This design comes from an exercise in tuning for small area on the open sky130 flow, not from production work. Where RTL was checked, it was by simulation tests only, not by an equivalence proof against the original. The RTL of run 1 was laid out without a check of its function. No driver is modelled on the clock port, so clocking that relies on it looks cheaper here than on a real chip. No activity file was given, so power comes from the tool's default toggle rates.

==> flow/design.v <==
module axi_trim
#(
	parameter DATA_WIDTH = 8,
	parameter TRIM_LEN = 7
)
(
	input logic         clk,
	input logic         rst_n,
	input logic [DATA_WIDTH*8-1:0] trim_in_tdata,
	input logic [DATA_WIDTH-1:0]   trim_in_tkeep,
	input logic                    trim_in_tlast,
	input logic                    trim_in_tvalid,
	output logic                   trim_in_tready,
	output logic [DATA_WIDTH*8-1:0] trim_out_tdata,
	output logic [DATA_WIDTH-1:0]   trim_out_tkeep,
	output logic                    trim_out_tlast,
	output logic                    trim_out_tvalid,
	input logic                   trim_out_tready,
	input logic [TRIM_LEN-1:0]     trim_len
);
logic [63:0] prev_data_n;  
logic [7:1]  tail_keep;    
logic        in_pkt;       
logic        flush;        
logic [2:0]  rot;          
logic [7:0]  low;          
logic [63:0] d1, d2, in_rot;
logic [7:0]  k1, k2, keep_rot;
logic        tail;
always_comb begin
	rot = trim_len[2:0];
	for (int j = 0; j < 8; j++)
		low[j] = (j + trim_len[3:0] < 8);
	d1 = rot[2] ? {trim_in_tdata[31:0], trim_in_tdata[63:32]} : trim_in_tdata;
	d2 = rot[1] ? {d1[15:0], d1[63:16]} : d1;
	in_rot = rot[0] ? {d2[7:0], d2[63:8]} : d2;
	k1 = rot[2] ? {trim_in_tkeep[3:0], trim_in_tkeep[7:4]} : trim_in_tkeep;
	k2 = rot[1] ? {k1[1:0], k1[7:2]} : k1;
	keep_rot = rot[0] ? {k2[0], k2[7:1]} : k2;
	for (int j = 0; j < 8; j++) begin
		trim_out_tdata[8*j +: 8] = (flush | low[j]) ? ~prev_data_n[8*j +: 8] : in_rot[8*j +: 8];
	end
	trim_out_tkeep = flush ? {tail_keep, 1'b1} : (low | keep_rot);
	tail = (trim_len[3] == 1'b0) && trim_in_tkeep[trim_len[2:0]];
end
always_comb trim_out_tvalid = flush | (trim_in_tvalid & in_pkt);
always_comb trim_out_tlast  = flush | (trim_in_tlast & ~tail);
always_comb trim_in_tready  = trim_out_tready;
always_ff @(posedge clk) begin
	if (trim_out_tready) begin
		prev_data_n <= ~in_rot;
		tail_keep <= keep_rot[7:1] & low[7:1];
	end
end
always_ff @(posedge clk or negedge rst_n) begin
	if (!rst_n) begin
		in_pkt <= 1'b0;
		flush  <= 1'b0;
	end else if (trim_out_tready) begin
		flush <= trim_in_tvalid & trim_in_tlast & tail;
		if (trim_in_tvalid)
			in_pkt <= ~trim_in_tlast;
	end
end
endmodule
==> flow/flow/run.sh <==
#!/bin/bash
# Standard ORFS layout with these changes: an area-oriented ABC mapping
# (abc_area.script here) that maps 2:1 muxes to inverting o22ai cells (the
# non-inverting mux-like cells are withheld from ABC only), the smallest
# buffer on the ports, and clock tree synthesis with small clock buffers and
# without dummy loads. Each tool's output goes to a log of its own under
# orfs/logs; standard_flow.log has the make output.
set -euo pipefail
here=$(pwd)
rm -rf "$here/scripts"
cp -r "$FLOW_HOME/scripts" "$here/scripts"
cp "$here/flow/abc_area.script" "$here/scripts/abc_area.script"
du=""
for c in o22a_1 o22a_2 o22a_4 a22o_1 a22o_2 a22o_4 mux2_1 mux2_2 mux2_4 mux2_8; do
  du="$du -dont_use sky130_fd_sc_hd__$c"
done
sed -i "s|log_cmd abc {\*}\$abc_args|log_cmd abc {*}\$abc_args$du|" "$here/scripts/synth.tcl"
grep -q "sky130_fd_sc_hd__mux2_8" "$here/scripts/synth.tcl"
export SCRIPTS_DIR="$here/scripts"
export BUFFER_PORTS_ARGS="-buffer_cell sky130_fd_sc_hd__buf_1"
export CTS_ARGS="-sink_clustering_enable -repair_clock_nets -dont_use_dummy_load -buf_list {sky130_fd_sc_hd__clkbuf_4 sky130_fd_sc_hd__clkbuf_8}"
bash standard.sh > "$here/standard_flow.log" 2>&1
==> flow/flow/abc_area.script <==
strash
dch
amap -m -F 4 -A 20
topo
==> flow/standard.sh <==
#!/bin/bash
# synth_recipe.tcl (not shown) runs the flow's synth.tcl, then flattens the netlist and writes it again
# the make line also repeats each setting of config.mk as NAME=value (left out here)
make -C /OpenROAD-flow-scripts/flow DESIGN_CONFIG=/design/flow/config.mk WORK_HOME=/design/flow/orfs CLKGATE_MAP_FILE= SYNTH_SCRIPT=/design/flow/synth_recipe.tcl "${@:-finish}"
==> flow/config.mk <==
export PLATFORM = sky130hd
export DESIGN_NAME = axi_trim
export DESIGN_NICKNAME = axi_trim
export VERILOG_FILES = /design/flow/design.v
export SDC_FILE = /design/flow/constraint.sdc
export NUM_CORES = 4
export LEC_CHECK = 0
export ABC_AREA = 1
export CAP_MARGIN = 20
export CORE_MARGIN = 2
export CORE_UTILIZATION = 40
export GPL_TIMING_DRIVEN = 0
export SLEW_MARGIN = 20
==> flow/constraint.sdc <==
create_clock -name core_clock -period 4.0 [get_ports {clk}]
set_input_delay 0.8000 -clock core_clock [delete_from_list [all_inputs] [get_ports {clk}]]
set_output_delay 0.8000 -clock core_clock [all_outputs]
set_load 0.01 [all_outputs]
==> notes.md, run 1 <==
| Quantity | Value |
| --- | --- |
| Run status | no timing/DRC/antenna violations |
| Die height | 107 µm |
| Final clock skew | 0 ns |
| Flops & latches, synth | 73 |
| Vias per cell | 6.66 |
| Max Clock Freq | 263 MHz |
| Pin count of the biggest net entering global routing | 75 |
| Slowest CP cell | buf_6 |
| Final number of setup-violating endpoints | 0 |
| Capture instance of the worst register-to-register path | flush |
| Drt initial violations | 302 |
| Number of distinct library cells after synthesis | 12 |
| Full die area | 11,400 µm² |
| Die boundary width | 107 µm |
| Max-capacitance violation count | 0 |
| Final period demand of the worst path | 3.81 ns |
| Least-Margin Pin Slew | 0.758 ns |
| Sequential fraction of the synthesis area | 0.518 |
| RSZ-0062 raised after global routing | false |
| Clock Sink Count | 73 |
| 1st-pass router iterations | 5 |
| Register-to-register path setup slack | 2.63 ns |
| Std-Cell Rows | 37 |
| Arrival time reported for the critical path endpoint | 3.01 ns |
| CORE AREA | 10,300 µm² |
| Wire length per cell after detailed routing | 20.7 µm |
| Average footprint of a synthesized cell | 10.0 µm² |
| Clock group share of total power | 0.220 |
| Classification of the worst-slack hold path | in2async |
| Register clock-pin slew on the reported worst setup and hold paths | 0.07 ns |
| Startpoint-to-endpoint class of the critical path | in2out |
| Synth Instances | 420 |
| Count of port buffers added during placement | 155 |
| Setup crit end kind | primary output |
| Fraction of power consumed by combinational cells | 0.319 |
| Inserted Diodes | 0 |
| Sequential share of power | 0.461 |
| Initial core utilization | 0.410 |
| Fin. Hold Viols | 0 |
| Internal power | 1.37 mW |
| Final Max Tran Viols | 0 |
| Ranking of synthesized cells by area | edfxtp_1 51%, o22ai_1 41%, nor2_1 2.2% |
| Net count reported at finish | 680 |
| Peak fanout along the critical path | 74 |
| Summed negative setup slack over all endpoints | 0 ns |
| Clock tree from TritonCTS | built |
| Share of Yosys cell area claimed by the top area cell type | 0.506 |
| R2r startpoint | flush |
| CTS Root Cell | clkbuf_8 |
| Final global-route overflow total | 0 |
| I/O pin cnt | 159 |
| Synth area leader | edfxtp_1 |
| Detailed-route wire length | 15,100 µm |
| Number of global-route vias before repair | 4,327 |
| Leak | 1.56 nW |
| Post-synth design cell area | 4210 µm² |
| Delay contributed by the slowest stage of the critical path | 0.26 ns |
| CTS H-Tree Depth | 3 |
| Vias | 4,865 |
| Wire length of the first global-routing pass | 22,400 µm |
| Remaining max-slew budget at the tightest pin | 0.493 |
| CP Data Required Time | 3.20 ns |
| Clock insertion delay at the later pin of the skew report | 0.34 ns |
| RePlAce Congestion | 0.890 |
| Share of layout cells above drive strength 1 | 0.0623 |
| Syn-to-layout area delta | 26.9% |
| Half-perimeter wire length after placement | 11,100 µm |
| Number of antenna violations at the first check in global routing | 0 |
| Final ANT Viol Nets | 0 |
| Number of hold buffers added after cts | 0 |
| Net count after synthesis | 504 |
| Count of cells along the worst register-to-register path | 2 |
| Fraction of the core area covered by cells at the end of the flow | 0.520 |
| Switch Pwr | 0.714 mW |
| Max IR drop VDD | 0.192 mV |
| Launching element type of the critical path | primary input |
| GR Util All Layers | 0.257 |
| Power density over the cells | 390 nW/µm² |
| Number of buffers created by CTS | 9 |
| Switching share of total power | 0.342 |
| Yosys Warn Count | 1 |
| Placement-stage cell area | 5110 µm² |
| DRC violation count after routing | 0 |
| Post-route design area | 5350 µm² |
| Ordered list of cells on the worst path | buf_6 > buf_16 > inv_12 > o21ai_1 > clkinv_1 > nor2_4 > clkinv_2 > nor2_4 > clkinv_2 > o22ai_1 > buf_1 |
| Deepest clock path buffer count | 2 |
| Post-route clock period utilization | 0.952 |
cells by family after synthesis:
kind of cell    count (synthesis)  share of synthesized area
simple gates                   33                     0.0300
buf+inv                        21                     0.0196
compound gates                293                      0.432
flops                          73                      0.518
worst max-delay path: cells and delay by family:
| family | cells | cell delay [ns] |
|---|---|---|
| buf+inv | 7 | 1.33 |
| simple gates | 2 | 0.46 |
| compound gates | 2 | 0.38 |
registers in the layout, indices dropped and copies added (netlist names):
signal       flops
flush            1
in_pkt           1
prev_data_n     64
tail_keep        7
layer usage:
metal,part of all wire,vias to the layer above,GRT usage
met2,0.47,256,0.419
li1,-,2279,-
met4,0.020,0,0.0853
met1,0.42,2300,0.347
met3,0.082,30,0.0480
met5,0,-,0
synth_stat cells:
library cell	n
nor2_1	25
buf_4	1
nand2_1	6
edfxtp_1	71
dfrtp_1	2
nor3_1	2
o32ai_1	1
o21ai_0	5
o22ai_1	279
a22oi_1	1
clkinv_1	20
a21oi_1	7
layout make-up:
cell class	instances	area, µm²
Buffer	1	7.51
Clock buffer	9	124
Fill cell	1008	4930
Inverter	20	113
Multi-Input combinational cell	326	1990
Sequential cell	73	2180
Tap cell	136	170
Timing Repair Buffer	165	759
worst max path at each step:
| stage | from | to | slack, ns | cells after the start |
|---|---|---|---|---|
| 4_1_cts | trim_len[3] | trim_out_tdata[30] | 0.05 | 8 |
| 2_1_floorplan | trim_len[1] | trim_out_tdata[10] | 0.05 | 8 |
| 3_5_place_dp | trim_len[1] | trim_out_tdata[12] | -1.87 | 11 |
| 6_report | trim_len[1] | trim_out_tdata[12] | 0.19 | 11 |
| 3_3_place_gp | trim_len[1] | trim_out_tdata[8] | -4.05 | 10 |
| 5_1_grt | trim_len[1] | trim_out_tdata[9] | 0.03 | 11 |
cells in the final DEF, fill, tap and decap left out, drive strengths merged:
cell type,instances
o22ai,279
buf,166
edfxtp,71
nor2,25
clkinv,15
clkbuf,9
a21oi,7
nand2,6
o21ai,5
inv,3
clkinvlp,2
nor3,2
dfrtp,2
a22oi,1
o32ai,1
repair_timing:
item | 4_1_cts | 5_1_grt
hold endpoints to repair | 0 | 0
pin swaps | 1 | 1
buffers inserted | 1 | 3
gates resized for setup | 18 | 8
setup endpoints to repair | 44 | 26
per-stage QoR:
step	hold WS, ns	cells	total power, mW	setup slack (ns)
4_1_cts	0.216	727	2.08	0.0491
3_3_place_gp	0.471	711	1.60	-4.05
2_1_floorplan	0.450	420	1.34	0.0540
3_5_place_dp	0.497	717	1.62	-1.87
5_1_grt	0.222	730	2.19	0.0343
6_report	0.231	730	2.09	0.190
power by group through the flow:
stage / clock, mW / sequential [mW] / combinational [mW]
floorplan: 0 / 0.971 / 0.365
global placement: 0 / 0.981 / 0.620
detailed placement: 0 / 0.978 / 0.642
CTS: 0.466 / 0.962 / 0.654
global route: 0.497 / 0.970 / 0.724
finish: 0.459 / 0.962 / 0.666
==> inputs of run 2 (changes only) <==
--- a/flow/design.v
+++ b/flow/design.v
@@ -21,3 +21,3 @@
 logic [63:0] prev_data_n;  
-logic [7:1]  tail_keep;    
+logic [7:0]  prev_keep;    
 logic        in_pkt;       
@@ -41,4 +41,4 @@
 		trim_out_tdata[8*j +: 8] = (flush | low[j]) ? ~prev_data_n[8*j +: 8] : in_rot[8*j +: 8];
+		trim_out_tkeep[j]        = (flush | low[j]) ? prev_keep[j] : keep_rot[j];
 	end
-	trim_out_tkeep = flush ? {tail_keep, 1'b1} : (low | keep_rot);
 	tail = (trim_len[3] == 1'b0) && trim_in_tkeep[trim_len[2:0]];
@@ -51,3 +51,3 @@
 		prev_data_n <= ~in_rot;
-		tail_keep <= keep_rot[7:1] & low[7:1];
+		prev_keep <= keep_rot & low;
 	end
--- a/flow/flow/run.sh
+++ b/flow/flow/run.sh
@@ -20,3 +20,3 @@
 export BUFFER_PORTS_ARGS="-buffer_cell sky130_fd_sc_hd__buf_1"
-export CTS_ARGS="-sink_clustering_enable -repair_clock_nets -dont_use_dummy_load -buf_list {sky130_fd_sc_hd__clkbuf_4 sky130_fd_sc_hd__clkbuf_8}"
+export CTS_ARGS="-sink_clustering_enable -repair_clock_nets -dont_use_dummy_load -buf_list {sky130_fd_sc_hd__clkbuf_2 sky130_fd_sc_hd__clkbuf_4}"
 bash standard.sh > "$here/standard_flow.log" 2>&1
--- a/flow/config.mk
+++ b/flow/config.mk
@@ -11,3 +11,2 @@
 export CORE_UTILIZATION = 40
-export GPL_TIMING_DRIVEN = 0
 export SLEW_MARGIN = 20
==> notes.md, run 2 <==
| Quantity | Value |
| --- | --- |
| Run status | no timing/DRC/antenna violations |
| Detailed-route wire length | 15,500 µm |
| Leak | 1.53 nW |
| Sequential share of power | 0.489 |
| Arrival time reported for the critical path endpoint | 2.91 ns |
| Number of antenna violations at the first check in global routing | 0 |
| Synth Instances | 418 |
| Max Clock Freq | 270 MHz |
| 1st-pass router iterations | 5 |
| GR Util All Layers | 0.273 |
| Final clock skew | 0 ns |
| Net count reported at finish | 685 |
| Classification of the worst-slack hold path | in2async |
| Count of port buffers added during placement | 155 |
| Total power after layout | 1.99 mW |
| Clock tree from TritonCTS | built |
| Origin of the worst setup path | trim_len[2] |
| CP Depth | 8 |
| Least-Margin Pin Slew | 0.985 ns |
| Full die area | 11,400 µm² |
| Cell family with the largest share of critical-path delay | buffers and inverters |
| Clock insertion delay at the later pin of the skew report | 0.42 ns |
| Ranking of synthesized cells by area | edfxtp_1 51%, o22ai_1 41%, o21ai_0 1.7% |
| Internal power | 1.28 mW |
| Clock group share of total power | 0.175 |
| Share of Yosys cell area claimed by the top area cell type | 0.510 |
| Drt initial violations | 418 |
| Summed negative setup slack over all endpoints | 0 ns |
| Final number of setup-violating endpoints | 0 |
| Ordered list of cells on the worst path | clkbuf_2 > clkinv_4 > buf_4 > o21ai_0 > nand2_1 > clkinv_1 > o22ai_1 > buf_1 |
| Launching element type of the critical path | primary input |
| Flops & latches, synth | 74 |
| Fraction of power consumed by combinational cells | 0.335 |
| Fraction of the core area covered by cells at the end of the flow | 0.505 |
| Register-to-register path setup slack | 3.01 ns |
| Switching share of total power | 0.355 |
| Power density over the cells | 382 nW/µm² |
| Worst hold slack after final layout | 0.131 ns |
| Remaining max-slew budget at the tightest pin | 0.343 |
| CTS H-Tree Depth | 3 |
| Register clock-pin slew on the reported worst setup and hold paths | 0.11 ns |
| R2r startpoint | flush |
| Final ANT Viol Nets | 0 |
| Count of cells along the worst register-to-register path | 2 |
| Die boundary width | 107 µm |
| Yosys Warn Count | 1 |
| Vias per cell | 6.63 |
| Std-Cell Rows | 37 |
| RePlAce Congestion | 0.928 |
| CORE AREA | 10,300 µm² |
| Leading cell types in the layout, fill and taps excluded | 279 x o22ai_1, 151 x buf_1, 72 x edfxtp_1 |
| CTS Root Cell | clkbuf_4 |
| Average footprint of a synthesized cell | 10.1 µm² |
| Startpoint-to-endpoint class of the critical path | in2out |
| Wire length of the first global-routing pass | 23,900 µm |
| Number of flip-flops in the largest register | 64 |
| Post-route clock period utilization | 0.927 |
| Delay contributed by the slowest stage of the critical path | 0.46 ns |
| Async set or reset register ratio after synthesis | 0.0270 |
| Share of layout cells above drive strength 1 | 0.0584 |
| Count of buffering cells on the critical path with inverters included | 5 |
| Die height | 107 µm |
| Most common cell in the synthesized netlist | o22ai_1 |
| I/O pin cnt | 159 |
| Final Max Tran Viols | 0 |
| Number of buffers created by CTS | 9 |
| Syn-to-layout area delta | 23.1% |
| Synth Flop Type | edfxtp_1 |
| Number of hold buffers added after cts | 0 |
| Gates resized, CTS repair | 0 |
| Setup crit end kind | primary output |
| Inserted Diodes | 0 |
| DRC violation count after routing | 0 |
| Peak fanout along the critical path | 53 |
| Deepest clock path buffer count | 2 |
| Number of synthesized flops with an enable pin | 72 |
| CP Data Required Time | 3.20 ns |
| Slowest CP cell | buf_4 |
| RSZ-0062 raised after global routing | false |
| Wire length per cell after detailed routing | 21.1 µm |
| Pin count of the biggest net entering global routing | 75 |
| Initial core utilization | 0.410 |
| Number of distinct library cells after synthesis | 12 |
| Capture instance of the worst register-to-register path | flush |
| Registers with the highest flip-flop counts | prev_data_n (64), prev_keep (8) |
| Half-perimeter wire length after placement | 11,100 µm |
| Sequential fraction of the synthesis area | 0.522 |
| Max IR drop VDD | 0.196 mV |
| Max-capacitance violation count | 0 |
| Final global-route overflow total | 0 |
| Synth area leader | edfxtp_1 |
| Vias | 4,876 |
| Filler instances | 1,013 |
| Fin. Hold Viols | 0 |
| Net count after synthesis | 502 |
| Most common library cell in the layout ignoring fill and taps | o22ai_1 |
| Clock Sink Count | 74 |
| Most instantiated cells after synthesis | 279 x o22ai_1, 72 x edfxtp_1, 18 x clkinv_1 |
| Worst Setup EP | trim_out_tdata[24] |
| Post-CTS repair timing setup buffer count | 0 |
| Reg with most FFs | prev_data_n |
| Switch Pwr | 0.708 mW |
| Post-synth design cell area | 4240 µm² |
| Number of global-route vias before repair | 4,457 |
| Final period demand of the worst path | 3.71 ns |
[run 2: cell types whose count changed after synthesis, moves of 2 or more]
cell	delta
nor2_1	-10
o21ai_0	+9
a21oi_1	-7
nand2_1	+7
clkinv_1	-2
[run 2: worst register-to-register path, delay by kind of cell, from the launching register on]
family | cells | cell delay, ns
DFF | 1 | 0.51
buffers and inverters | 1 | 0.24
AOI/OAI and AO/OA | 1 | 0.16
[run 2: worst min path at each step]
stage,endpoint,cells after the start,startpoint
after floorplan,in_pkt,2,in_pkt
after global placement,in_pkt,2,in_pkt
after detailed placement,in_pkt,2,in_pkt
after CTS,in_pkt,1,rst_n
after global routing,in_pkt,1,rst_n
final,flush,1,rst_n
[run 2: logic make-up after synthesis]
family          Yosys count  synth area share
compound gates          296             0.434
buf+inv                  19            0.0177
flops                    74             0.522
simple gates             29            0.0260
[run 2: stage by stage]
stage	setup slack (ns)	area, µm²	instances
after floorplan	0.119	4250	418
after global placement	0.420	5150	726
after detailed placement	0.331	5150	726
after CTS	0.321	5210	735
after global routing	0.0518	5210	735
final	0.292	5210	735
[run 2: layer usage]
metal | wire (µm) | part of all wire | track usage
met5 | 0 | 0 | 0
met4 | 729 | 0.047 | 0.144
met3 | 1230 | 0.079 | 0.0602
met2 | 6820 | 0.44 | 0.411
met1 | 6720 | 0.43 | 0.368
[run 2: cell type report]
type	count	area [µm²]	share of cell area
well taps	136	170	0.0326
repair buffers	173	734	0.141
multi-input cells	325	1950	0.374
flip-flops and latches	74	2210	0.424
clock buffers	9	67.6	0.0130
inverters	18	77.6	0.0149
[run 2: power groups by stage]
stage / registers, mW / logic, mW / clock network, mW
after global routing: 0.983 / 0.734 / 0.386
after floorplan: 0.984 / 0.371 / 0
after global placement: 0.990 / 0.651 / 0
final: 0.975 / 0.668 / 0.349
after CTS: 0.975 / 0.662 / 0.359
after detailed placement: 0.991 / 0.659 / 0
==> inputs of run 3 (changes only) <==
--- a/flow/design.v
+++ b/flow/design.v
@@ -21,3 +21,3 @@
 logic [63:0] prev_data_n;  
-logic [7:0]  prev_keep;    
+logic [2:0]  tail_cnt;     
 logic        in_pkt;       
@@ -29,2 +29,4 @@
 logic        tail;
+logic [7:0]  tk;           
+logic [7:0]  tail_keep;
 always_comb begin
@@ -41,4 +43,7 @@
 		trim_out_tdata[8*j +: 8] = (flush | low[j]) ? ~prev_data_n[8*j +: 8] : in_rot[8*j +: 8];
-		trim_out_tkeep[j]        = (flush | low[j]) ? prev_keep[j] : keep_rot[j];
 	end
+	for (int j = 0; j < 8; j++)
+		tail_keep[j] = (tail_cnt >= j);
+	trim_out_tkeep = flush ? tail_keep : (low | keep_rot);
+	tk = keep_rot & low;
 	tail = (trim_len[3] == 1'b0) && trim_in_tkeep[trim_len[2:0]];
@@ -51,3 +56,4 @@
 		prev_data_n <= ~in_rot;
-		prev_keep <= keep_rot & low;
+		tail_cnt  <= {tk[4], tk[6] | (tk[2] & ~tk[4]),
+		              tk[7] | (tk[5] & ~tk[6]) | (tk[3] & ~tk[4]) | (tk[1] & ~tk[2])};
 	end
--- a/flow/flow/run.sh
+++ b/flow/flow/run.sh
@@ -20,3 +20,3 @@
 export BUFFER_PORTS_ARGS="-buffer_cell sky130_fd_sc_hd__buf_1"
-export CTS_ARGS="-sink_clustering_enable -repair_clock_nets -dont_use_dummy_load -buf_list {sky130_fd_sc_hd__clkbuf_2 sky130_fd_sc_hd__clkbuf_4}"
+export CTS_ARGS="-sink_clustering_enable -repair_clock_nets -dont_use_dummy_load -buf_list {sky130_fd_sc_hd__clkbuf_8}"
 bash standard.sh > "$here/standard_flow.log" 2>&1
==> notes.md, run 3 <==
| Quantity | Value |
| --- | --- |
| Run status | no timing/DRC/antenna violations |
| Max Clock Freq | 279 MHz |
| Most common cell in the synthesized netlist | o22ai_1 |
| Yosys Warn Count | 1 |
| RePlAce Congestion | 0.932 |
| Drt initial violations | 446 |
| Die boundary width | 106 µm |
| Share of layout cells above drive strength 1 | 0.0584 |
| Max-capacitance violation count | 0 |
| Most common library cell in the layout ignoring fill and taps | o22ai_1 |
| Gates resized, CTS repair | 0 |
| Share of Yosys cell area claimed by the top area cell type | 0.487 |
| Die height | 106 µm |
| Origin of the worst setup path | trim_len[2] |
| Number of hold buffers added after cts | 0 |
| Arrival time reported for the critical path endpoint | 2.79 ns |
| CORE AREA | 10,200 µm² |
| Pin count of the biggest net entering global routing | 69 |
| Register-to-register path setup slack | 2.83 ns |
| Synth Instances | 417 |
| RSZ-0062 raised after global routing | false |
| Vias | 4,940 |
| Detailed-route wire length | 15,400 µm |
| Number of synthesized flops with an enable pin | 67 |
| Deepest clock path buffer count | 2 |
| Number of buffers created by CTS | 9 |
| Fraction of the core area covered by cells at the end of the flow | 0.506 |
| Filler instances | 997 |
| Number of antenna violations at the first check in global routing | 0 |
| CP Data Required Time | 3.20 ns |
| CTS Root Cell | clkbuf_8 |
| I/O pin cnt | 159 |
| Least-Margin Pin Slew | 0.885 ns |
| Power density over the cells | 392 nW/µm² |
| Wire length per cell after detailed routing | 20.9 µm |
| Flops & latches, synth | 69 |
| Placed cell count | 726 |
| Max IR drop VDD | 0.182 mV |
| Register clock-pin slew on the reported worst setup and hold paths | 0.07 ns |
| Peak fanout along the critical path | 12 |
| Count of cells along the worst register-to-register path | 2 |
| Fin. Hold Viols | 0 |
| Net count reported at finish | 685 |
| Synth area leader | edfxtp_1 |
| Launching element type of the critical path | primary input |
| GR Util All Layers | 0.267 |
| Layout Cells excl Fill | 735 |
| Ranking of synthesized cells by area | edfxtp_1 49%, o22ai_1 42%, clkinv_1 1.6% |
| Number of global-route vias before repair | 4,391 |
| Async set or reset register ratio after synthesis | 0.0290 |
| Capture instance of the worst register-to-register path | flush |
| Leak | 1.52 nW |
| Leading cell types in the layout, fill and taps excluded | 277 x o22ai_1, 151 x buf_1, 67 x edfxtp_1 |
| Sequential fraction of the synthesis area | 0.499 |
| DRC violation count after routing | 0 |
| Classification of the worst-slack hold path | in2async |
| Syn-to-layout area delta | 24.7% |
| Final clock skew | 0 ns |
| Post-CTS repair timing setup buffer count | 0 |
| Worst Setup EP | trim_out_tkeep[7] |
| Inserted Diodes | 0 |
| Number of distinct library cells after synthesis | 20 |
| Most instantiated cells after synthesis | 277 x o22ai_1, 67 x edfxtp_1, 18 x clkinv_1 |
| Half-perimeter wire length after placement | 10,900 µm |
| Clock insertion delay at the later pin of the skew report | 0.33 ns |
| Synth Flop Type | edfxtp_1 |
| Full die area | 11,200 µm² |
| Count of port buffers added during placement | 155 |
| Summed negative setup slack over all endpoints | 0 ns |
| Registers with the highest flip-flop counts | prev_data_n (64), tail_cnt (3) |
| Net count after synthesis | 501 |
| 1st-pass router iterations | 5 |
| Setup crit end kind | primary output |
| Clock Sink Count | 69 |
| Final Max Tran Viols | 0 |
| Final period demand of the worst path | 3.59 ns |
| CTS H-Tree Depth | 3 |
| Post-route clock period utilization | 0.897 |
| Startpoint-to-endpoint class of the critical path | in2out |
| R2r startpoint | flush |
| Clock tree from TritonCTS | built |
| Std-Cell Rows | 37 |
| Wire length of the first global-routing pass | 23,000 µm |
| Initial core utilization | 0.406 |
| Reg with most FFs | prev_data_n |
| Number of flip-flops in the largest register | 64 |
| Average footprint of a synthesized cell | 9.90 µm² |
| Final number of setup-violating endpoints | 0 |
| Final ANT Viol Nets | 0 |
| Remaining max-slew budget at the tightest pin | 0.410 |
| Vias per cell | 6.72 |
| Post-synth design cell area | 4130 µm² |
| Final global-route overflow total | 0 |
## run 3: cell count changes after synthesis, moves of 2 or more
cell / change
o22ai_1: -2
or3_1: +2
a31oi_1: +2
a32oi_1: +2
edfxtp_1: -5
o21ai_0: -7
a21oi_1: +3
nor3_1: +2
## run 3: layer usage
metal | routed length [µm] | vias up | GRT usage
met5 | 0 | - | 0
met4 | 547 | 0 | 0.126
met3 | 1570 | 41 | 0.0433
met2 | 6680 | 327 | 0.398
met1 | 6550 | 2288 | 0.379
li1 | - | 2284 | -
## run 3: power by group
group,switching [mW],internal (mW)
registers,0.0235,0.891
clock network,0.241,0.201
logic,0.437,0.226
## run 3: cells by family after synthesis
family                 after synthesis  share of synthesized area
AOI/OAI and AO/OA                  297                      0.451
buffers and inverters               19                     0.0182
DFF                                 69                      0.499
and+or+nand+nor                     32                     0.0318
## run 3: critical path, stage by stage
cell and delay (ns):
clkbuf_2 0.23, nor2_1 0.12, clkinv_1 0.10, nor3_1 0.07, nor2_1 0.51, clkinv_1 0.43
a221oi_1 0.30, a21oi_1 0.06, buf_1 0.15
## run 3: through the flow
stage / area [µm²] / setup WS (ns) / hold WS [ns] / total power [mW]
6_report: 5150 / 0.414 / 0.237 / 2.02
5_1_grt: 5150 / 0.180 / 0.246 / 2.11
4_1_cts: 5150 / 0.467 / 0.237 / 2.01
3_5_place_dp: 5020 / 0.468 / 0.493 / 1.58
3_3_place_gp: 5020 / 0.504 / 0.464 / 1.57
2_1_floorplan: 4130 / 0.337 / 0.450 / 1.29
## run 3: how the worst min path moves through the flow
stage          depth (start not counted)    from      to  slack (ns)
2_1_floorplan                          2  in_pkt  in_pkt        0.45
3_3_place_gp                           2  in_pkt  in_pkt        0.46
3_5_place_dp                           2  in_pkt  in_pkt        0.49
4_1_cts                                1   rst_n   flush        0.24
5_1_grt                                1   rst_n  in_pkt        0.25
6_report                               1   rst_n  in_pkt        0.24
## run 3: layout make-up
| type | count | area [µm²] | share of cell area |
|---|---|---|---|
| flip-flops and latches | 69 | 2060 | 0.400 |
| multi-input cells | 329 | 1990 | 0.387 |
| well taps | 136 | 170 | 0.0330 |
| repair buffers | 174 | 729 | 0.142 |
| clock buffers | 9 | 124 | 0.0241 |
| inverters | 18 | 70.1 | 0.0136 |
==> inputs of run 4 (changes only) <==
--- a/flow/flow/run.sh
+++ b/flow/flow/run.sh
@@ -5,3 +5,4 @@
 # buffer on the ports, and clock tree synthesis with small clock buffers and
-# without dummy loads. Each tool's output goes to a log of its own under
+# without dummy loads, then smaller clock buffers where the clock slew allows
+# (post_cts.tcl). Each tool's output goes to a log of its own under
 # orfs/logs; standard_flow.log has the make output.
@@ -20,2 +21,3 @@
 export BUFFER_PORTS_ARGS="-buffer_cell sky130_fd_sc_hd__buf_1"
+export POST_CTS_TCL="$here/flow/post_cts.tcl"
 export CTS_ARGS="-sink_clustering_enable -repair_clock_nets -dont_use_dummy_load -buf_list {sky130_fd_sc_hd__clkbuf_8}"
==> flow/flow/post_cts.tcl (new file) <==
# After clock tree synthesis: swap each clock buffer for the smaller
# clkbuf_4 where every flip-flop clock pin keeps a slew of at most 100 ps.
proc worst_clk_slew {} {
  set w 0
  foreach p [get_pins -hier */CLK] {
    set s [get_property $p slew_max]
    if {$s > $w} { set w $s }
  }
  return $w
}
estimate_parasitics -placement
puts "post_cts: worst flip-flop clock slew before [worst_clk_slew]"
foreach inst [get_cells clkbuf_*_clk] {
  set old [get_property $inst ref_name]
  if {$old ne "sky130_fd_sc_hd__clkbuf_8"} { continue }
  replace_cell $inst sky130_fd_sc_hd__clkbuf_4
  estimate_parasitics -placement
  set w [worst_clk_slew]
  if {$w > 0.100} {
    replace_cell $inst $old
    estimate_parasitics -placement
    puts "post_cts: kept [get_full_name $inst] as $old ($w)"
  } else {
    puts "post_cts: [get_full_name $inst] now clkbuf_4 ($w)"
  }
}
puts "post_cts: worst flip-flop clock slew after [worst_clk_slew]"
--- a/flow/config.mk
+++ b/flow/config.mk
@@ -10,3 +10,3 @@
 export CORE_MARGIN = 2
-export CORE_UTILIZATION = 40
+export CORE_UTILIZATION = 55
 export SLEW_MARGIN = 20
==> notes.md, run 4 <==
| Quantity | Value |
| --- | --- |
| Run status | no timing/DRC/antenna violations |
| Post-route clock period utilization | 0.925 |
| Setup crit end kind | primary output |
| Routed length on met3 | 2020 µm |
| Number of antenna violations at the first check in global routing | 0 |
| Number of synthesized flops with an enable pin | 67 |
| Classification of the worst-slack hold path | in2async |
| Half-perimeter wire length after placement | 9890 µm |
| Pin count of the biggest net entering global routing | 76 |
| Full die area | 8220 µm² |
| Initial core utilization | 0.569 |
| Count of port buffers added during placement | 155 |
| Clock Sink Count | 69 |
| RSZ-0062 raised after global routing | false |
| Final period demand of the worst path | 3.70 ns |
| Number of flip-flops in the largest register | 64 |
| Wire length of the first global-routing pass | 22,500 µm |
| Clock tree from TritonCTS | built |
| Fin. Hold Viols | 0 |
| Die boundary width | 90.7 µm |
| Final Max Tran Viols | 0 |
| Vias per cell | 7.25 |
| Remaining max-slew budget at the tightest pin | 0.467 |
| Synth Instances | 417 |
| Ranking of synthesized cells by area | edfxtp_1 49%, o22ai_1 42%, clkinv_1 1.6% |
| GR Util All Layers | 0.350 |
| RePlAce Congestion | 0.942 |
| DRC violation count after routing | 0 |
| Final global-route overflow total | 0 |
| Max-capacitance violation count | 0 |
| Post-synth design cell area | 4130 µm² |
| Final ANT Viol Nets | 0 |
| Detailed-route wire length | 14,700 µm |
| Power density over the cells | 382 nW/µm² |
| Least-Margin Pin Slew | 0.799 ns |
| Std-Cell Rows | 31 |
| Yosys Warn Count | 1 |
| Routed met1 length | 5590 µm |
| Final clock skew | 0 ns |
| Reg with most FFs | prev_data_n |
| Most common library cell in the layout ignoring fill and taps | o22ai_1 |
| Syn-to-layout area delta | 22.8% |
| I/O pin cnt | 159 |
| CP Data Required Time | 3.20 ns |
| Register clock-pin slew on the reported worst setup and hold paths | 0.08 ns |
| Vias | 5,052 |
| 1st-pass router iterations | 5 |
| Sequential fraction of the synthesis area | 0.499 |
| Net count reported at finish | 684 |
| Number of distinct library cells after synthesis | 20 |
| Clock insertion delay at the later pin of the skew report | 0.39 ns |
| Synth Flop Type | edfxtp_1 |
| Die height | 90.7 µm |
| Async set or reset register ratio after synthesis | 0.0290 |
| Final Worst Setup Slack | 0.300 ns |
| Startpoint-to-endpoint class of the critical path | in2out |
| Peak fanout along the critical path | 12 |
| Most common cell in the synthesized netlist | o22ai_1 |
| Final number of setup-violating endpoints | 0 |
| Wire length per cell after detailed routing | 21.1 µm |
| Synth area leader | edfxtp_1 |
| Leading cell types in the layout, fill and taps excluded | 277 x o22ai_1, 151 x buf_1, 67 x edfxtp_1 |
| Arrival time reported for the critical path endpoint | 2.90 ns |
| Flops & latches, synth | 69 |
| Worst setup timing slack at the placement stage | 0.342 ns |
| Summed negative setup slack over all endpoints | 0 ns |
| Leak | 1.51 nW |
| Max Clock Freq | 270 MHz |
| Routed met2 length | 6610 µm |
| Max IR drop VDD | 0.223 mV |
| Net count after synthesis | 501 |
| Registers with the highest flip-flop counts | prev_data_n (64), tail_cnt (3) |
| Highest layer used for signal routing | met4 |
| Most instantiated cells after synthesis | 277 x o22ai_1, 67 x edfxtp_1, 18 x clkinv_1 |
| Drt initial violations | 692 |
| Share of Yosys cell area claimed by the top area cell type | 0.487 |
| CORE AREA | 7250 µm² |
| Launching element type of the critical path | primary input |
| Number of global-route vias before repair | 4,444 |
| Share of layout cells above drive strength 1 | 0.0569 |
| Inserted Diodes | 0 |
| Average footprint of a synthesized cell | 9.90 µm² |
## run 4: routing by layer
layer  GRT usage  vias to the layer above
met2       0.544                      393
met5           0                        -
met3      0.0743                       58
met1       0.479                     2313
met4       0.145                        0
li1            -                     2288
## run 4: power breakdown
group	switching [mW]	internal, mW
sequential	0.0246	0.890
combinational	0.432	0.227
clock	0.226	0.136
total	0.683	1.25
## run 4: cell type report
type	instances	area, µm²
fillers	625	2180
flip-flops and latches	69	2060
multi-input cells	329	1990
repair buffers	173	734
well taps	99	124
clock buffers	9	86.3
inverters	18	70.1
## run 4: metrics by stage
step / hold slack [ns] / power (mW) / utilization / std cells / cell area (µm²)
finish: 0.172 / 1.94 / 0.699 / 697 / 5070
global route: 0.159 / 2.02 / 0.699 / 697 / 5070
detailed placement: 0.499 / 1.57 / 0.687 / 688 / 4980
floorplan: 0.450 / 1.29 / - / 417 / 4130
global placement: 0.464 / 1.56 / 0.687 / 688 / 4980
## run 4: kinds of logic (layout without fill, tap and decap cells)
kind of cell,Yosys count,count (layout),synth area share
and+or+nand+nor,32,32,0.0318
buffers and inverters,19,200,0.0182
AOI/OAI and AO/OA,297,297,0.451
DFF,69,69,0.499
## run 4: worst max-delay path, cell delays in order
cell      delay, ns
clkbuf_2       0.29
clkinv_2       0.26
nor2_1         0.21
a21oi_1        0.12
nor2_1         0.10
buf_4          0.21
clkinv_1       0.37
o22ai_1        0.32
buf_1          0.21
## run 4: worst paths after layout
check,startpoint,endpoint,slack (ns),depth (start not counted)
setup reg to reg,flush,flush,2.82,2
setup / recovery,trim_len[2],trim_out_tdata[8],0.30,9
hold reg to reg,in_pkt,in_pkt,0.52,2
max in group asynchronous,rst_n,flush,3.71,1
min in group core_clock,in_pkt,in_pkt,0.52,2
hold / removal,rst_n,in_pkt,0.17,1
==> inputs of run 5 (changes only) <==
--- a/flow/config.mk
+++ b/flow/config.mk
@@ -10,3 +10,3 @@
 export CORE_MARGIN = 2
-export CORE_UTILIZATION = 55
+export CORE_UTILIZATION = 40
 export SLEW_MARGIN = 20
==> notes.md, run 5 <==
| Quantity | Value |
| --- | --- |
| Leading cell types in the layout, fill and taps excluded | 277 x o22ai_1, 151 x buf_1, 67 x edfxtp_1 |
| Sequential fraction of the synthesis area | 0.499 |
| Count of port buffers added during placement | 155 |
| CP Data Required Time | 3.20 ns |
| Run status | no timing/DRC/antenna violations |
| Placed cell count | 726 |
| Pin count of the biggest net entering global routing | 69 |
| Startpoint-to-endpoint class of the critical path | in2out |
| Peak fanout along the critical path | 12 |
| Synth Flop Type | edfxtp_1 |
| Async set or reset register ratio after synthesis | 0.0290 |
| Net count reported at finish | 685 |
| Max-capacitance violation count | 0 |
| Synth Area in Simple Gates | 0.0318 |
| Final number of setup-violating endpoints | 0 |
| Flops & latches, synth | 69 |
| Number of antenna violations at the first check in global routing | 0 |
| Post-route clock period utilization | 0.898 |
| Multi-input gate area | 1990 µm² |
| Remaining max-slew budget at the tightest pin | 0.406 |
| Combinational family with the most area after synthesis | compound AO/OA/AOI/OAI gates |
| Std-Cell Rows | 37 |
| Setup crit end kind | primary output |
| Vias | 4,898 |
| Clock Sink Count | 69 |
| Die height | 106 µm |
| Most common library cell in the layout ignoring fill and taps | o22ai_1 |
| Final ANT Viol Nets | 0 |
| Register clock-pin slew on the reported worst setup and hold paths | 0.10 ns |
| Detailed-route wire length | 15,300 µm |
| Max Clock Freq | 278 MHz |
| Leak | 1.51 nW |
| Drt initial violations | 432 |
| Wire length of the first global-routing pass | 23,000 µm |
| Multiplexer share of the synthesized area | 0 |
| Final period demand of the worst path | 3.59 ns |
| Inserted Diodes | 0 |
| DRC violation count after routing | 0 |
| Area fraction in compound gates after synthesis | 0.451 |
| Yosys Warn Count | 1 |
| Filler instances | 1,004 |
| Capture instance of the worst register-to-register path | flush |
| RSZ-0062 raised after global routing | false |
| Summed negative setup slack over all endpoints | 0 ns |
| XOR/XNOR share of the synthesized area | 0 |
| Half-perimeter wire length after placement | 10,900 µm |
| Worst hold slack after final layout | 0.148 ns |
| Clock insertion delay at the later pin of the skew report | 0.41 ns |
| Number of flip-flops in the largest register | 64 |
| Post-route design area | 5110 µm² |
| Wire length per cell after detailed routing | 20.8 µm |
| CORE AREA | 10,200 µm² |
| Least-Margin Pin Slew | 0.890 ns |
| Fraction of the core area covered by cells at the end of the flow | 0.502 |
| Launching element type of the critical path | primary input |
| Reg with most FFs | prev_data_n |
| Classification of the worst-slack hold path | in2async |
| GR Util All Layers | 0.267 |
| Count of cells along the worst register-to-register path | 2 |
| Registers with the highest flip-flop counts | prev_data_n (64), tail_cnt (3) |
| Most instantiated cells after synthesis | 277 x o22ai_1, 67 x edfxtp_1, 18 x clkinv_1 |
| Arrival time reported for the critical path endpoint | 2.79 ns |
| R2r startpoint | flush |
| I/O pin cnt | 159 |
| Fin. Hold Viols | 0 |
| Number of synthesized flops with an enable pin | 67 |
| Share of layout cells above drive strength 1 | 0.0584 |
| Initial core utilization | 0.406 |
| Max IR drop VDD | 0.158 mV |
| Final Worst Setup Slack | 0.409 ns |
| Layout Cells excl Fill | 735 |
| Die boundary width | 106 µm |
| RePlAce Congestion | 0.932 |
| Final clock skew | 0 ns |
| Most common cell in the synthesized netlist | o22ai_1 |
| Worst setup timing slack at the placement stage | 0.468 ns |
| Full die area | 11,200 µm² |
| Synth area leader | edfxtp_1 |
| Synth Instances | 417 |
| Total power after layout | 1.94 mW |
| Placement-stage cell area | 5020 µm² |
| Post-synth design cell area | 4130 µm² |
| Vias per cell | 6.66 |
| Post-synthesis adder-cell area fraction | 0 |
| Final Max Tran Viols | 0 |
| Net count after synthesis | 501 |
| Number of distinct library cells after synthesis | 20 |
| Clock tree from TritonCTS | built |
| Sequential cell area in the final layout | 2060 µm² |
| Power density over the cells | 380 nW/µm² |
| Share of Yosys cell area claimed by the top area cell type | 0.487 |
| Final global-route overflow total | 0 |
| Syn-to-layout area delta | 23.8% |
| Register-to-register path setup slack | 2.82 ns |
| 1st-pass router iterations | 5 |
| Number of global-route vias before repair | 4,389 |
| Average footprint of a synthesized cell | 9.90 µm² |
| Ranking of synthesized cells by area | edfxtp_1 49%, o22ai_1 42%, clkinv_1 1.6% |
==> run 5: cell counts after synthesis <==
Identical to the previous run, type by type.
==> run 5: worst max path at each step <==
stage,startpoint,depth (start not counted),to
floorplan,trim_len[0],5,trim_out_tkeep[5]
global route,trim_len[2],9,trim_out_tkeep[7]
detailed placement,trim_len[2],9,trim_out_tkeep[7]
global placement,trim_len[2],9,trim_out_tkeep[7]
finish,trim_len[2],9,trim_out_tkeep[7]
==> run 5: kinds of logic after synthesis <==
| kind of cell | after synthesis |
|---|---|
| compound gates | 297 |
| buf+inv | 19 |
| flops | 69 |
| simple gates | 32 |
==> run 5: power breakdown <==
part	internal [mW]	switching, mW	leakage [nW]
Combinational	0.226	0.435	0.777
Sequential	0.890	0.0234	0.679
Clock	0.136	0.230	0.0492
==> run 5: area by class of cell <==
cell class,instances,area share
clock buffer,9,0.0169
multi-input combinational,329,0.390
inverter,18,0.0137
sequential,69,0.403
tap,136,0.0333
timing repair buffer,174,0.143
==> run 5: critical path, stage by stage <==
cell	delay, ns
clkbuf_2	0.23
nor2_1	0.12
clkinv_1	0.10
nor3_1	0.07
nor2_1	0.51
clkinv_1	0.43
a221oi_1	0.30
a21oi_1	0.06
buf_1	0.15
==> run 5: routing by layer <==
layer,vias to the layer above,global-route usage,share of wire
met3,41,0.0433,0.099
met1,2261,0.379,0.43
met4,0,0.126,0.035
li1,2292,-,-
met5,-,0,0
met2,304,0.398,0.43
==> inputs of run 6 (changes only) <==
==> flow/flow/abc_area.script (replaced) <==
strash
dch
amap
topo
==> notes.md, run 6 <==
| Quantity | Value |
| --- | --- |
| Final Worst Setup Slack | 0.421 ns |
| Max Clock Freq | 279 MHz |
| Post-route design area | 5090 µm² |
| Least-Margin Pin Slew | 0.949 ns |
| Multi-input gate area | 1990 µm² |
| I/O pin cnt | 159 |
| Net count after synthesis | 497 |
| Number of global-route vias before repair | 4,495 |
| Synth Instances | 413 |
| Final period demand of the worst path | 3.58 ns |
| Most common cell in the synthesized netlist | o22ai_1 |
| Registers with the highest flip-flop counts | prev_data_n (64), tail_cnt (3) |
| Post-route clock period utilization | 0.895 |
| Detailed-route wire length | 15,400 µm |
| Flops & latches, synth | 69 |
| GR Util All Layers | 0.267 |
| CORE AREA | 10,100 µm² |
| Pin count of the biggest net entering global routing | 74 |
| Register clock-pin slew on the reported worst setup and hold paths | 0.07 ns |
| Async set or reset register ratio after synthesis | 0.0290 |
| Fin. Hold Viols | 0 |
| 1st-pass router iterations | 5 |
| Clock group share of total power | 0.197 |
| Final ANT Viol Nets | 0 |
| Initial core utilization | 0.406 |
| Number of synthesized flops with an enable pin | 67 |
| Vias per cell | 6.67 |
| Sequential cell area in the final layout | 2060 µm² |
| Count of port buffers added during placement | 155 |
| Drt initial violations | 429 |
| Sequential share of power | 0.469 |
| Final Max Tran Viols | 0 |
| Number of distinct library cells after synthesis | 18 |
| Wire length of the first global-routing pass | 23,100 µm |
| Classification of the worst-slack hold path | in2async |
| Run status | no timing/DRC/antenna violations |
| Share of Yosys cell area claimed by the top area cell type | 0.489 |
| Final global-route overflow total | 0 |
| Vias | 4,864 |
| Number of antenna violations at the first check in global routing | 0 |
| Die height | 105 µm |
| Syn-to-layout area delta | 23.7% |
| Number of flip-flops in the largest register | 64 |
| Reg with most FFs | prev_data_n |
| Arrival time reported for the critical path endpoint | 2.78 ns |
| Summed negative setup slack over all endpoints | 0 ns |
| Final clock skew | 0 ns |
| Most instantiated cells after synthesis | 279 x o22ai_1, 67 x edfxtp_1, 17 x clkinv_1 |
| RSZ-0062 raised after global routing | false |
| Most common library cell in the layout ignoring fill and taps | o22ai_1 |
| Placement-stage cell area | 5000 µm² |
| Average footprint of a synthesized cell | 9.97 µm² |
| Std-Cell Rows | 37 |
| Clock insertion delay at the later pin of the skew report | 0.41 ns |
| Inserted Diodes | 0 |
| Net count reported at finish | 679 |
| Worst setup timing slack at the placement stage | 0.282 ns |
| Clock tree from TritonCTS | built |
| Synth Flop Type | edfxtp_1 |
| Fraction of power consumed by combinational cells | 0.334 |
| Final number of setup-violating endpoints | 0 |
| Ranking of synthesized cells by area | edfxtp_1 49%, o22ai_1 42%, clkinv_1 1.5% |
| Full die area | 11,100 µm² |
| Power density over the cells | 384 nW/µm² |
| Max IR drop VDD | 0.177 mV |
| Half-perimeter wire length after placement | 11,000 µm |
| Die boundary width | 105 µm |
| Share of layout cells above drive strength 1 | 0.0573 |
| Peak fanout along the critical path | 11 |
| Startpoint-to-endpoint class of the critical path | reg2out |
| Wire length per cell after detailed routing | 21.2 µm |
| Sequential fraction of the synthesis area | 0.501 |
| Filler instances | 999 |
| Yosys Warn Count | 1 |
| Clock Sink Count | 69 |
| Leak | 1.49 nW |
| Switching share of total power | 0.356 |
| Remaining max-slew budget at the tightest pin | 0.367 |
| Internal power | 1.26 mW |
| Post-synth design cell area | 4120 µm² |
| Synth area leader | edfxtp_1 |
| CP Data Required Time | 3.20 ns |
| RePlAce Congestion | 0.992 |
| Leading cell types in the layout, fill and taps excluded | 279 x o22ai_1, 151 x buf_1, 67 x edfxtp_1 |
| Switch Pwr | 0.696 mW |
| Launching element type of the critical path | flip-flop |
| Setup crit end kind | primary output |
| DRC violation count after routing | 0 |
| Max-capacitance violation count | 0 |
## run 6: final timing paths
kind | from | end | slack, ns | depth (start not counted)
min | rst_n | in_pkt | 0.16 | 1
max in group asynchronous | rst_n | flush | 3.72 | 1
max reg2reg | flush | flush | 2.71 | 2
max | flush | trim_out_tkeep[5] | 0.42 | 5
min in group core_clock | in_pkt | in_pkt | 0.49 | 1
min reg2reg | in_pkt | in_pkt | 0.49 | 1
## run 6: logic make-up after synthesis
| group | count (synthesis) | synth area share |
|---|---|---|
| AO/OA/AOI/OAI | 299 | 0.455 |
| AND/OR/NAND/NOR | 27 | 0.0267 |
| flip-flops | 69 | 0.501 |
| buffers and inverters | 18 | 0.0173 |
## run 6: final cells by class
| type | instances | share of cell area |
|---|---|---|
| clock buffer | 9 | 0.0182 |
| inverter | 17 | 0.0133 |
| multi-input combinational | 326 | 0.390 |
| sequential | 69 | 0.405 |
| tap | 136 | 0.0334 |
| timing repair buffer | 172 | 0.140 |
## run 6: metrics by stage
stage / util / instances / power, mW / hold WS (ns)
final: 0.502 / 729 / 1.96 / 0.156
after detailed placement: 0.493 / 720 / 1.58 / 0.481
after global routing: 0.502 / 729 / 2.05 / 0.131
after floorplan: - / 413 / 1.29 / 0.464
after global placement: 0.493 / 720 / 1.56 / 0.475
## run 6: layer usage
metal,vias to the layer above,global-route usage,part of all wire
met4,0,0.0943,0.022
li1,2264,-,-
met2,281,0.439,0.47
met1,2293,0.347,0.42
met3,26,0.0594,0.082
met5,-,0,0
## run 6: critical path, cell delays in order, from the launching register on
cell	delay [ns]
dfrtp_1	0.62
clkinv_1	0.36
nand2_1	0.43
clkinv_1	0.44
a22oi_1	0.32
buf_1	0.19
## run 6: power by group through the flow
| stage | registers [mW] | logic, mW | clock network (mW) |
|---|---|---|---|
| final | 0.917 | 0.653 | 0.386 |
| after global routing | 0.925 | 0.708 | 0.416 |
| after detailed placement | 0.931 | 0.645 | 0 |
| after global placement | 0.930 | 0.634 | 0 |
| after floorplan | 0.923 | 0.366 | 0 |
==> inputs of run 7 (changes only) <==
--- a/flow/flow/run.sh
+++ b/flow/flow/run.sh
@@ -6,3 +6,3 @@
 # without dummy loads, then smaller clock buffers where the clock slew allows
-# (post_cts.tcl). Each tool's output goes to a log of its own under
+# and other buffers smaller where timing and slew allow (post_cts.tcl). Each tool's output goes to a log of its own under
 # orfs/logs; standard_flow.log has the make output.
--- a/flow/flow/post_cts.tcl
+++ b/flow/flow/post_cts.tcl
@@ -27 +27,34 @@
 puts "post_cts: worst flip-flop clock slew after [worst_clk_slew]"
+
+# Then swap each buffer outside the clock tree for the smallest buffer that
+# keeps setup slack of at least 150 ps, hold slack of at least 50 ps and no
+# slew or capacitance violation.
+proc shrink_ok {} {
+  estimate_parasitics -placement
+  if {[sta::worst_slack_cmd max] < 0.15e-9} { return 0 }
+  if {[sta::worst_slack_cmd min] < 0.05e-9} { return 0 }
+  if {[sta::max_slew_violation_count] > 0} { return 0 }
+  if {[sta::max_capacitance_violation_count] > 0} { return 0 }
+  return 1
+}
+set saved 0
+foreach inst [get_cells *] {
+  set m [get_property $inst ref_name]
+  if {![regexp {^sky130_fd_sc_hd__(buf|clkbuf)_(2|4|6|8|12|16)$} $m]} { continue }
+  set n [get_full_name $inst]
+  if {[string match clkbuf_*_clk $n]} { continue }
+  set a0 [get_property [get_lib_cells */$m] area]
+  foreach c {sky130_fd_sc_hd__buf_1 sky130_fd_sc_hd__buf_2 sky130_fd_sc_hd__buf_4} {
+    set a1 [get_property [get_lib_cells */$c] area]
+    if {$a1 >= $a0} { break }
+    replace_cell $inst $c
+    if {[shrink_ok]} {
+      set saved [expr {$saved + $a0 - $a1}]
+      puts "post_cts: $n $m -> $c"
+      break
+    }
+    replace_cell $inst $m
+  }
+}
+estimate_parasitics -placement
+puts "post_cts: buffers shrunk by $saved um2, setup slack [sta::worst_slack_cmd max], hold slack [sta::worst_slack_cmd min]"
==> notes.md, run 7 <==
| Quantity | Value |
| --- | --- |
| Count of port buffers added during placement | 155 |
| Wire length per cell after detailed routing | 21.0 µm |
| Half-perimeter wire length after placement | 11,000 µm |
| Number of distinct library cells after synthesis | 18 |
| Most common library cell in the layout ignoring fill and taps | o22ai_1 |
| Sequential cell area in the final layout | 2060 µm² |
| Max Clock Freq | 270 MHz |
| Ordered list of cells on the worst path | buf_1 > clkinv_2 > buf_2 > o21ai_0 > nand2_1 > clkinv_1 > o22ai_1 > buf_1 |
| Number of synthesized flops with an enable pin | 67 |
| Register clock-pin slew on the reported worst setup and hold paths | 0.07 ns |
| Startpoint-to-endpoint class of the critical path | in2out |
| Syn-to-layout area delta | 22.5% |
| Register-to-register path setup slack | 2.69 ns |
| Drt initial violations | 468 |
| GR Util All Layers | 0.267 |
| Classification of the worst-slack hold path | in2async |
| Multi-input gate area | 1990 µm² |
| Run status | no timing/DRC/antenna violations |
| Net count reported at finish | 679 |
| Pin count of the biggest net entering global routing | 74 |
| Synth Flop Type | edfxtp_1 |
| Slowest CP cell | buf_2 |
| Final ANT Viol Nets | 0 |
| Most instantiated cells after synthesis | 279 x o22ai_1, 67 x edfxtp_1, 17 x clkinv_1 |
| Sequential fraction of the synthesis area | 0.501 |
| Vias per cell | 6.69 |
| Max IR drop VDD | 0.176 mV |
| Post-route clock period utilization | 0.926 |
| Delay contributed by the slowest stage of the critical path | 0.55 ns |
| Average footprint of a synthesized cell | 9.97 µm² |
| Arrival time reported for the critical path endpoint | 2.90 ns |
| Least-Margin Pin Slew | 0.972 ns |
| Most common cell in the synthesized netlist | o22ai_1 |
| Yosys Warn Count | 1 |
| Wire length of the first global-routing pass | 23,100 µm |
| Clock Sink Count | 69 |
| Full die area | 11,100 µm² |
| Final clock skew | 0 ns |
| Leak | 1.45 nW |
| DRC violation count after routing | 0 |
| CP Data Required Time | 3.20 ns |
| Die boundary width | 105 µm |
| Number of global-route vias before repair | 4,494 |
| Launching element type of the critical path | primary input |
| Reg with most FFs | prev_data_n |
| RSZ-0062 raised after global routing | false |
| CORE AREA | 10,100 µm² |
| Async set or reset register ratio after synthesis | 0.0290 |
| Max-capacitance violation count | 0 |
| Std-Cell Rows | 37 |
| Die height | 105 µm |
| Clock insertion delay at the later pin of the skew report | 0.40 ns |
| Inserted Diodes | 0 |
| Remaining max-slew budget at the tightest pin | 0.352 |
| Fin. Hold Viols | 0 |
| Vias | 4,878 |
| Fraction of the core area covered by cells at the end of the flow | 0.498 |
| Synth area leader | edfxtp_1 |
| RePlAce Congestion | 0.992 |
| Clock tree from TritonCTS | built |
| Filler instances | 1,005 |
| Initial core utilization | 0.406 |
| Synth Instances | 413 |
| Power density over the cells | 386 nW/µm² |
| Cell family with the largest share of critical-path delay | buffers and inverters |
| Share of Yosys cell area claimed by the top area cell type | 0.489 |
| Number of antenna violations at the first check in global routing | 0 |
| Setup crit end kind | primary output |
| Ranking of synthesized cells by area | edfxtp_1 49%, o22ai_1 42%, clkinv_1 1.5% |
| Leading cell types in the layout, fill and taps excluded | 279 x o22ai_1, 163 x buf_1, 67 x edfxtp_1 |
| Number of flip-flops in the largest register | 64 |
| Flops & latches, synth | 69 |
| Final Max Tran Viols | 0 |
| Critical path's most frequent cell | buf_1 |
| Final number of setup-violating endpoints | 0 |
| Final global-route overflow total | 0 |
| Summed negative setup slack over all endpoints | 0 ns |
| I/O pin cnt | 159 |
| Final period demand of the worst path | 3.70 ns |
| Detailed-route wire length | 15,300 µm |
| Share of layout cells above drive strength 1 | 0.0371 |
| 1st-pass router iterations | 5 |
| Registers with the highest flip-flop counts | prev_data_n (64), tail_cnt (3) |
| Peak fanout along the critical path | 41 |
| Net count after synthesis | 497 |
| Post-synth design cell area | 4120 µm² |
| Count of buffering cells on the critical path with inverters included | 5 |
==> run 7: logic make-up after synthesis <==
group | Yosys count | synth area share
compound gates | 299 | 0.455
flops | 69 | 0.501
buf+inv | 18 | 0.0173
simple gates | 27 | 0.0267
==> run 7: metrics by stage <==
| step | instances | power, mW | hold WS (ns) | setup slack (ns) | instance area, µm² |
|---|---|---|---|---|---|
| finish | 729 | 1.95 | 0.160 | 0.298 | 5050 |
| global route | 729 | 2.04 | 0.131 | 0.0206 | 5050 |
| detailed placement | 720 | 1.58 | 0.481 | 0.282 | 5000 |
| global placement | 720 | 1.56 | 0.475 | 0.314 | 5000 |
| floorplan | 413 | 1.29 | 0.464 | 0.453 | 4120 |
==> run 7: path summary, 6_finish.rpt <==
| kind | start | to | cells past startpoint |
|---|---|---|---|
| setup reg to reg | flush | flush | 2 |
| min in group core_clock | in_pkt | in_pkt | 1 |
| hold / removal | rst_n | flush | 1 |
| max in group asynchronous | rst_n | flush | 1 |
| hold reg to reg | in_pkt | in_pkt | 1 |
| setup / recovery | trim_len[2] | trim_out_tdata[27] | 8 |
==> run 7: layout make-up <==
class,count,share of cell area
inverters,17,0.0134
clock buffers,9,0.0183
multi-input cells,326,0.394
flip-flops and latches,69,0.409
repair buffers,172,0.132
well taps,136,0.0337
==> run 7: power breakdown <==
part	internal [mW]	leakage, nW	switching (mW)
Clock	0.147	0.0518	0.239
Sequential	0.891	0.678	0.0269
Combinational	0.217	0.716	0.428
==> run 7: per-layer routing <==
layer,share of wire,vias up,global-route usage
li1,-,2275,-
met1,0.41,2300,0.347
met3,0.085,24,0.0594
met2,0.48,279,0.439
met5,0,-,0
met4,0.021,0,0.0943
==> inputs of run 8 (changes only) <==
--- a/flow/flow/run.sh
+++ b/flow/flow/run.sh
@@ -6,3 +6,3 @@
 # without dummy loads, then smaller clock buffers where the clock slew allows
-# and other buffers smaller where timing and slew allow (post_cts.tcl). Each tool's output goes to a log of its own under
+# and other gates smaller where timing and slew allow (post_cts.tcl). Each tool's output goes to a log of its own under
 # orfs/logs; standard_flow.log has the make output.
--- a/flow/flow/post_cts.tcl
+++ b/flow/flow/post_cts.tcl
@@ -15,12 +15,12 @@
   if {$old ne "sky130_fd_sc_hd__clkbuf_8"} { continue }
-  replace_cell $inst sky130_fd_sc_hd__clkbuf_4
+  foreach c {sky130_fd_sc_hd__clkbuf_4} {
+    replace_cell $inst $c
+    estimate_parasitics -placement
+    set w [worst_clk_slew]
+    if {$w <= 0.100} { break }
+    replace_cell $inst $old
+    set c $old
+  }
   estimate_parasitics -placement
-  set w [worst_clk_slew]
-  if {$w > 0.100} {
-    replace_cell $inst $old
-    estimate_parasitics -placement
-    puts "post_cts: kept [get_full_name $inst] as $old ($w)"
-  } else {
-    puts "post_cts: [get_full_name $inst] now clkbuf_4 ($w)"
-  }
+  puts "post_cts: [get_full_name $inst] is $c ([worst_clk_slew])"
 }
@@ -28,3 +28,3 @@
 
-# Then swap each buffer outside the clock tree for the smallest buffer that
+# Then swap each other gate for the smallest drive of the same function that
 # keeps setup slack of at least 150 ps, hold slack of at least 50 ps and no
@@ -42,9 +42,18 @@
   set m [get_property $inst ref_name]
-  if {![regexp {^sky130_fd_sc_hd__(buf|clkbuf)_(2|4|6|8|12|16)$} $m]} { continue }
+  if {![regexp {^(sky130_fd_sc_hd__[a-z0-9]+)_([0-9]+)$} $m -> base drive]} { continue }
+  if {$drive <= 1 || [string match "*df*" $base] || [string match "*dl*" $base]} { continue }
   set n [get_full_name $inst]
   if {[string match clkbuf_*_clk $n]} { continue }
+  set cands {}
+  if {$base eq "sky130_fd_sc_hd__buf" || $base eq "sky130_fd_sc_hd__clkbuf"} {
+    set cands {sky130_fd_sc_hd__buf_1 sky130_fd_sc_hd__buf_2 sky130_fd_sc_hd__buf_4}
+  } else {
+    foreach d {0 1 2 4} {
+      if {$d < $drive && [llength [get_lib_cells -quiet */${base}_$d]]} { lappend cands ${base}_$d }
+    }
+  }
   set a0 [get_property [get_lib_cells */$m] area]
-  foreach c {sky130_fd_sc_hd__buf_1 sky130_fd_sc_hd__buf_2 sky130_fd_sc_hd__buf_4} {
+  foreach c $cands {
     set a1 [get_property [get_lib_cells */$c] area]
-    if {$a1 >= $a0} { break }
+    if {$a1 >= $a0} { continue }
     replace_cell $inst $c
@@ -59,2 +68,2 @@
 estimate_parasitics -placement
-puts "post_cts: buffers shrunk by $saved um2, setup slack [sta::worst_slack_cmd max], hold slack [sta::worst_slack_cmd min]"
+puts "post_cts: gates shrunk by $saved um2, setup slack [sta::worst_slack_cmd max], hold slack [sta::worst_slack_cmd min]"
==> notes.md, run 8 <==
| Quantity | Value |
| --- | --- |
| Fin. Hold Viols | 0 |
| Combinational family with the most area after synthesis | compound AO/OA/AOI/OAI gates |
| Filler instances | 1,004 |
| Wire length of the first global-routing pass | 23,100 µm |
| 1st-pass router iterations | 5 |
| Classification of the worst-slack hold path | in2async |
| Share of Yosys cell area claimed by the top area cell type | 0.489 |
| Flops & latches, synth | 69 |
| Arrival time reported for the critical path endpoint | 2.93 ns |
| Origin of the worst setup path | trim_len[0] |
| Placement-stage cell area | 5000 µm² |
| Startpoint-to-endpoint class of the critical path | in2out |
| GR Util All Layers | 0.267 |
| Least-Margin Pin Slew | 0.969 ns |
| Detailed-route wire length | 15,500 µm |
| Capture instance of the worst register-to-register path | flush |
| Max-capacitance violation count | 0 |
| Max Clock Freq | 268 MHz |
| Summed negative setup slack over all endpoints | 0 ns |
| Synth area leader | edfxtp_1 |
| Most instantiated cells after synthesis | 279 x o22ai_1, 67 x edfxtp_1, 17 x clkinv_1 |
| Run status | no timing/DRC/antenna violations |
| Initial core utilization | 0.406 |
| Pin count of the biggest net entering global routing | 74 |
| Post-synthesis adder-cell area fraction | 0 |
| Net count reported at finish | 680 |
| Std-Cell Rows | 37 |
| Synth Instances | 413 |
| Number of synthesized flops with an enable pin | 67 |
| Die boundary width | 105 µm |
| Sequential fraction of the synthesis area | 0.501 |
| Clock tree from TritonCTS | built |
| Setup crit end kind | primary output |
| Register clock-pin slew on the reported worst setup and hold paths | 0.07 ns |
| Most common library cell in the layout ignoring fill and taps | o22ai_1 |
| XOR/XNOR share of the synthesized area | 0 |
| Full die area | 11,100 µm² |
| Share of layout cells above drive strength 1 | 0.0320 |
| Vias | 4,920 |
| Final global-route overflow total | 0 |
| Final ANT Viol Nets | 0 |
| Yosys Warn Count | 1 |
| Launching element type of the critical path | primary input |
| Peak fanout along the critical path | 21 |
| Leak | 1.44 nW |
| Number of antenna violations at the first check in global routing | 0 |
| Register-to-register path setup slack | 2.70 ns |
| Number of flip-flops in the largest register | 64 |
| Worst Setup EP | trim_out_tkeep[5] |
| RSZ-0062 raised after global routing | false |
| Power density over the cells | 386 nW/µm² |
| R2r startpoint | flush |
| Leading cell types in the layout, fill and taps excluded | 279 x o22ai_1, 164 x buf_1, 67 x edfxtp_1 |
| Clock Sink Count | 69 |
| Synth Area in Simple Gates | 0.0267 |
| Post-route design area | 5050 µm² |
| Number of global-route vias before repair | 4,494 |
| Count of port buffers added during placement | 155 |
| Clock insertion delay at the later pin of the skew report | 0.41 ns |
| Final period demand of the worst path | 3.73 ns |
| Area fraction in compound gates after synthesis | 0.455 |
| Average footprint of a synthesized cell | 9.97 µm² |
| DRC violation count after routing | 0 |
| Number of distinct library cells after synthesis | 18 |
| Multiplexer share of the synthesized area | 0 |
| Inserted Diodes | 0 |
| Wire length per cell after detailed routing | 21.2 µm |
| Drt initial violations | 445 |
| Most common cell in the synthesized netlist | o22ai_1 |
| Vias per cell | 6.74 |
| Half-perimeter wire length after placement | 11,000 µm |
| Max IR drop VDD | 0.173 mV |
| Synth Flop Type | edfxtp_1 |
| Async set or reset register ratio after synthesis | 0.0290 |
| Final number of setup-violating endpoints | 0 |
| CORE AREA | 10,100 µm² |
| Die height | 105 µm |
| Final Max Tran Viols | 0 |
| Post-route clock period utilization | 0.932 |
| Count of cells along the worst register-to-register path | 2 |
| Final clock skew | 0 ns |
| Ranking of synthesized cells by area | edfxtp_1 49%, o22ai_1 42%, clkinv_1 1.5% |
| Reg with most FFs | prev_data_n |
| Registers with the highest flip-flop counts | prev_data_n (64), tail_cnt (3) |
| I/O pin cnt | 159 |
| Net count after synthesis | 497 |
| Post-synth design cell area | 4120 µm² |
| Remaining max-slew budget at the tightest pin | 0.354 |
| RePlAce Congestion | 0.992 |
| CP Data Required Time | 3.20 ns |
| Syn-to-layout area delta | 22.8% |
-- run 8: where the power goes --
| group | leakage, nW | internal, mW | switching, mW |
|---|---|---|---|
| combinational | 0.713 | 0.218 | 0.431 |
| clock | 0.0518 | 0.146 | 0.239 |
| sequential | 0.678 | 0.891 | 0.0269 |
| total | 1.44 | 1.25 | 0.697 |
-- run 8: final cells by class --
type	instances	area, µm²	area share
clock buffer	9	92.6	0.0183
inverter	17	63.8	0.0126
multi-input combinational	326	1990	0.393
sequential	69	2060	0.408
tap	136	170	0.0337
timing repair buffer	173	679	0.134
-- run 8: worst min path at each step --
stage	slack, ns	end
global placement	0.47	in_pkt
detailed placement	0.48	in_pkt
global route	0.13	flush
floorplan	0.46	in_pkt
finish	0.15	flush
-- run 8: critical path, stage by stage --
cell      delay, ns
buf_1          0.12
clkinv_1       0.52
o21ai_0        0.47
nand2_1        0.34
clkinv_1       0.34
a22oi_1        0.16
buf_1          0.17
-- run 8: kinds of logic (layout without fill, tap and decap cells) --
kind of cell           count (synthesis)  after routing
DFF                                   69             69
AOI/OAI and AO/OA                    299            299
buffers and inverters                 18            199
and+or+nand+nor                       27             27
-- run 8: routing by layer --
metal / track usage / part of all wire / vias to the layer above
li1: - / - / 2275
met1: 0.347 / 0.42 / 2336
met2: 0.439 / 0.47 / 283
met3: 0.0594 / 0.082 / 26
met4: 0.0943 / 0.023 / 0
met5: 0 / 0 / -
-- run 8: metrics by stage --
stage               setup slack (ns)  instances  utilization  power [mW]  hold WS [ns]
finish                         0.273        730        0.499        1.95         0.153
global route                   0.135        730        0.499        2.04         0.131
detailed placement             0.282        720        0.493        1.58         0.481
global placement               0.314        720        0.493        1.56         0.475
floorplan                      0.453        413            -        1.29         0.464

[what the ideal ports hide]
In the flow no input, the clock included, has a driving cell. The finished layouts below were timed again as built, in two steps.
Step 1 sets driving cells, clkbuf_16 on the clock port and buf_2 on the other inputs (assumed; they add their load-dependent delay and slew).
Step 2 times the ports against the registers' clock, not the clock port: input delays grow and output delays shrink by t, the midpoint of the rising clock arrivals with the driver on.
Slacks: no drivers / after step 1 / after step 2; pairs: no drivers / after step 1.
run | t, ns | setup slack, ns | latest minus earliest clock arrival (ns) | worst register clock-pin slew, ns | pins driven straight from the clock port
run 1 | 0.372 | 0.190 / 0.152 / 0.152 | 0.017 / 0.017 | 0.08 / 0.08 | 1
run 2 | 0.449 | 0.292 / 0.242 / 0.242 | 0.017 / 0.017 | 0.12 / 0.12 | 1
run 3 | 0.373 | 0.414 / 0.385 / 0.385 | 0.038 / 0.039 | 0.09 / 0.09 | 1
run 4 | 0.416 | 0.300 / 0.277 / 0.277 | 0.028 / 0.028 | 0.10 / 0.10 | 1
run 5 | 0.432 | 0.409 / 0.380 / 0.380 | 0.032 / 0.031 | 0.10 / 0.10 | 1
run 6 | 0.452 | 0.421 / 0.389 / 0.416 | 0.025 / 0.025 | 0.10 / 0.10 | 1
run 7 | 0.450 | 0.298 / 0.276 / 0.276 | 0.027 / 0.027 | 0.10 / 0.10 | 1
run 8 | 0.453 | 0.273 / 0.248 / 0.248 | 0.026 / 0.026 | 0.10 / 0.10 | 1
After both steps setup and hold are still met in every run listed. The setup slack of run 2, which loses most, moves by -0.050 ns with the drivers and by -0.050 ns with both steps.
